What follows belongs to an exercise in optimizing a design on an open flow for small area, a short achievable clock period and few clock cycles per item; a production flow would make more cautious choices. No activity file was given, so power comes from the tool's default toggle rates.

==> flow/design.v <==
module suma_fp(input clk, input rst, input start, input [31:0] A, B, output [31:0] Y, output done);
wire        sA = A[31], sB = B[31];
wire [7:0]  eA = A[30:23], eB = B[30:23];
wire [23:0] mA = {1'b1, A[22:0]}, mB = {1'b1, B[22:0]};
wire [7:0]  de    = eA - eB;
wire [7:0]  lt0 = ~eA & eB;
wire [7:0]  eq0 = ~(eA ^ eB);
wire [3:0]  lt1 = {lt0[7] | (eq0[7] & lt0[6]), lt0[5] | (eq0[5] & lt0[4]),
                   lt0[3] | (eq0[3] & lt0[2]), lt0[1] | (eq0[1] & lt0[0])};
wire [3:0]  eq1 = {eq0[7] & eq0[6], eq0[5] & eq0[4], eq0[3] & eq0[2], eq0[1] & eq0[0]};
wire [1:0]  lt2 = {lt1[3] | (eq1[3] & lt1[2]), lt1[1] | (eq1[1] & lt1[0])};
wire        e_lt = lt2[1] | (eq1[3] & eq1[2] & lt2[0]);    
wire [7:0]  d     = de[7:0] ^ {8{e_lt}};
wire [23:0] Xm    = e_lt ? mB : mA;           
wire [23:0] Zm    = e_lt ? {1'b0, mA[23:1]} : mB;    
wire [7:0]  ex    = e_lt ? eB : eA;
wire        xs    = e_lt ? sB : sA;
wire        zs    = e_lt ? sA : sB;
wire        big   = |d[7:5];
wire        far   = big | (d[4] & d[3]) | (e_lt & d[4] & d[2] & d[1] & d[0]);
wire [23:0] Zs    = big ? 24'd0 : (Zm >> d[4:0]);
wire        sub   = sA ^ sB;
wire        q     = sub & zs & far;
wire [23:0] opa = Xm;
wire [23:0] opb = Zs ^ {24{sub}};
wire [23:0] g0  = opa & opb;
wire [23:0] p0  = opa ^ opb;
wire [23:0] G [0:5];
wire [23:0] P [0:5];
assign G[0] = g0;
assign P[0] = p0;
genvar l, k;
generate
  for (l = 0; l < 5; l = l + 1) begin : lv
    for (k = 0; k < 24; k = k + 1) begin : bt
      if ((k >> l) & 1) begin : cmb
        localparam integer J = ((k >> l) << l) - 1;
        assign G[l+1][k] = G[l][k] | (P[l][k] & G[l][J]);
        assign P[l+1][k] = P[l][k] & P[l][J];
      end else begin : pas
        assign G[l+1][k] = G[l][k];
        assign P[l+1][k] = P[l][k];
      end
    end
  end
endgenerate
wire        cout = G[5][23];
wire        eac  = sub & ~q & cout;
wire [23:0] cy   = {G[5][22:0] | (P[5][22:0] & {23{eac}}), eac};
wire [23:0] S    = p0 ^ cy;
wire        inv  = sub & (q | ~cout);
wire        neg  = sub ? (q | (cout ? xs : zs)) : sA;
reg [24:0] r_q;       
reg        inv_q;     
reg [7:0]  e1_q;      
reg        neg_q;
reg        done_q;
always @(posedge clk) begin
  r_q    <= {~sub & cout, S};
  inv_q  <= inv;
  e1_q   <= ex + 8'd1;
  neg_q  <= neg;
  done_q <= start & ~rst;
end
wire [24:0] rm = {r_q[24], r_q[23:0] ^ {24{inv_q}}};
reg [4:0] lz;
integer i;
always @* begin
  lz = 5'd25;
  for (i = 0; i < 25; i = i + 1)
    if (rm[i]) lz = 5'd24 - i[4:0];
end
wire [24:0] nrm  = rm << lz;
wire        zero = ~|rm;
wire [7:0]  eo   = e1_q - {3'd0, lz};
assign Y    = {neg_q & ~zero, eo & {8{~zero}}, nrm[23:1]};
assign done = done_q;
endmodule
export LEC_CHECK = 0
export ABC_AREA = 1
export CAP_MARGIN = 20
export CORE_MARGIN = 2
export CORE_UTILIZATION = 65
export CTS_BUF_LIST = sky130_fd_sc_hd__clkbuf_4
export PLACE_DENSITY = 0.8
export SLEW_MARGIN = 20
create_clock -name core_clock -period 20.0 [get_ports {clk}]
standard.sh (not shown) runs the stock make flow with config.mk's settings and CLKGATE_MAP_FILE= SYNTH_SCRIPT=/design/flow/synth_recipe.tcl, a recipe that flattens the netlist after the stock synthesis.
==> flow/flow/run.sh <==
#!/bin/bash
set -e
export BUFFER_PORTS_ARGS="-buffer_cell sky130_fd_sc_hd__buf_1"
export SETUP_SLACK_MARGIN=10.5
bash standard.sh > standard.log 2>&1
==> next run, changes <==
==> flow/design.v (replaced) <==
module suma_fp(input clk, input rst, input start, input [31:0] A, B, output [31:0] Y, output done);
wire        sA = A[31], sB = B[31];
wire [7:0]  eA = A[30:23], eB = B[30:23];
wire [23:0] mA = {1'b1, A[22:0]}, mB = {1'b1, B[22:0]};
wire [8:0]  de    = {1'b0, eA} - {1'b0, eB};
wire        e_lt  = de[8];                    
wire [7:0]  d     = de[7:0] ^ {8{e_lt}};
wire [23:0] Xm    = e_lt ? mB : mA;           
wire [23:0] Zm    = e_lt ? {1'b0, mA[23:1]} : mB;    
wire [7:0]  ex    = e_lt ? eB : eA;
wire        xs    = e_lt ? sB : sA;
wire        zs    = e_lt ? sA : sB;
wire        big   = |d[7:5];
wire        far   = big | (d[4] & d[3]) | (e_lt & d[4] & d[2] & d[1] & d[0]);
wire [23:0] Zs    = big ? 24'd0 : (Zm >> d[4:0]);
wire        sub   = sA ^ sB;
wire        q     = sub & zs & far;
wire        e_eq = ~|de;
wire        m_gt = A[22:0] > B[22:0];
wire        xgt  = ~e_eq | m_gt;              
wire        eac  = sub & ~q & xgt;
wire        inv  = sub & (q | ~xgt);
wire [23:0] opb = Zs ^ {24{sub}};
wire [24:0] G [0:5];
wire [24:0] P [0:5];
wire [23:0] p0 = Xm ^ opb;
assign G[0] = {Xm & opb, eac};
assign P[0] = {p0, 1'b0};
genvar l, k;
generate
  for (l = 0; l < 5; l = l + 1) begin : lv
    for (k = 0; k < 25; k = k + 1) begin : bt
      if ((k >> l) & 1) begin : cmb
        localparam integer J = ((k >> l) << l) - 1;
        assign G[l+1][k] = G[l][k] | (P[l][k] & G[l][J]);
        assign P[l+1][k] = P[l][k] & P[l][J];
      end else begin : pas
        assign G[l+1][k] = G[l][k];
        assign P[l+1][k] = P[l][k];
      end
    end
  end
endgenerate
wire        cout = G[5][24];
wire [23:0] S    = p0 ^ G[5][23:0];
wire        neg  = sub ? (q | (xgt ? xs : zs)) : sA;
reg [24:0] r_q;       
reg        inv_q;     
reg [7:0]  e1_q;      
reg        neg_q;
reg        done_q;
always @(posedge clk) begin
  r_q    <= {~sub & cout, S};
  inv_q  <= inv;
  e1_q   <= ex + 8'd1;
  neg_q  <= neg;
  done_q <= start & ~rst;
end
wire [24:0] rm = {r_q[24], r_q[23:0] ^ {24{inv_q}}};
reg [4:0] lz;
integer i;
always @* begin
  lz = 5'd25;
  for (i = 0; i < 25; i = i + 1)
    if (rm[i]) lz = 5'd24 - i[4:0];
end
wire [24:0] nrm  = rm << lz;
wire        zero = ~|rm;
wire [7:0]  eo   = e1_q - {3'd0, lz};
assign Y    = {neg_q & ~zero, eo & {8{~zero}}, nrm[23:1]};
assign done = done_q;
endmodule
Effect: Core utilization shrinks by 0.31 points. Synthesized cell count increases by 2.8%. Clock power went down by about 5%. Area after synthesis climbs by 4.0%. Worst setup slack loses 0.022 ns.
No run of this note included a check of the RTL's function; only the layout flow was run.

-- port drivers added, routing unchanged --
No port has a modelled driver above. Below, the same layouts with a new extraction and two added sets of constraints.
Step 1 (the two cells are an assumption about what drives the block):
set clk [get_ports {clk}]
set_driving_cell -lib_cell sky130_fd_sc_hd__clkbuf_16 $clk
set_driving_cell -lib_cell sky130_fd_sc_hd__buf_2 [delete_from_list [all_inputs] $clk]
Step 2 also shifts input and output timing later by t, the mid clock arrival at the registers, as if the neighbouring blocks saw the same clock.
a / b / c = ideal / step 1 / step 2; a / b = the first two.
run	t (ns)	slack for setup (ns)	worst hold slack (ns)	latest minus earliest clock arrival (ns)	slew at the worst register clock pin (ns)
the first run	0.367	10.820 / 10.827 / 10.459	3.786 / 3.779 / 4.147	0.015 / 0.015	0.10 / 0.10
the second run	0.361	10.798 / 10.806 / 10.445	3.802 / 3.798 / 4.160	0.006 / 0.007	0.10 / 0.10
After both steps setup and hold are still met in every run listed. The setup slack of the first run, which loses most, moves by +0.007 ns with the drivers and by -0.361 ns with both steps.
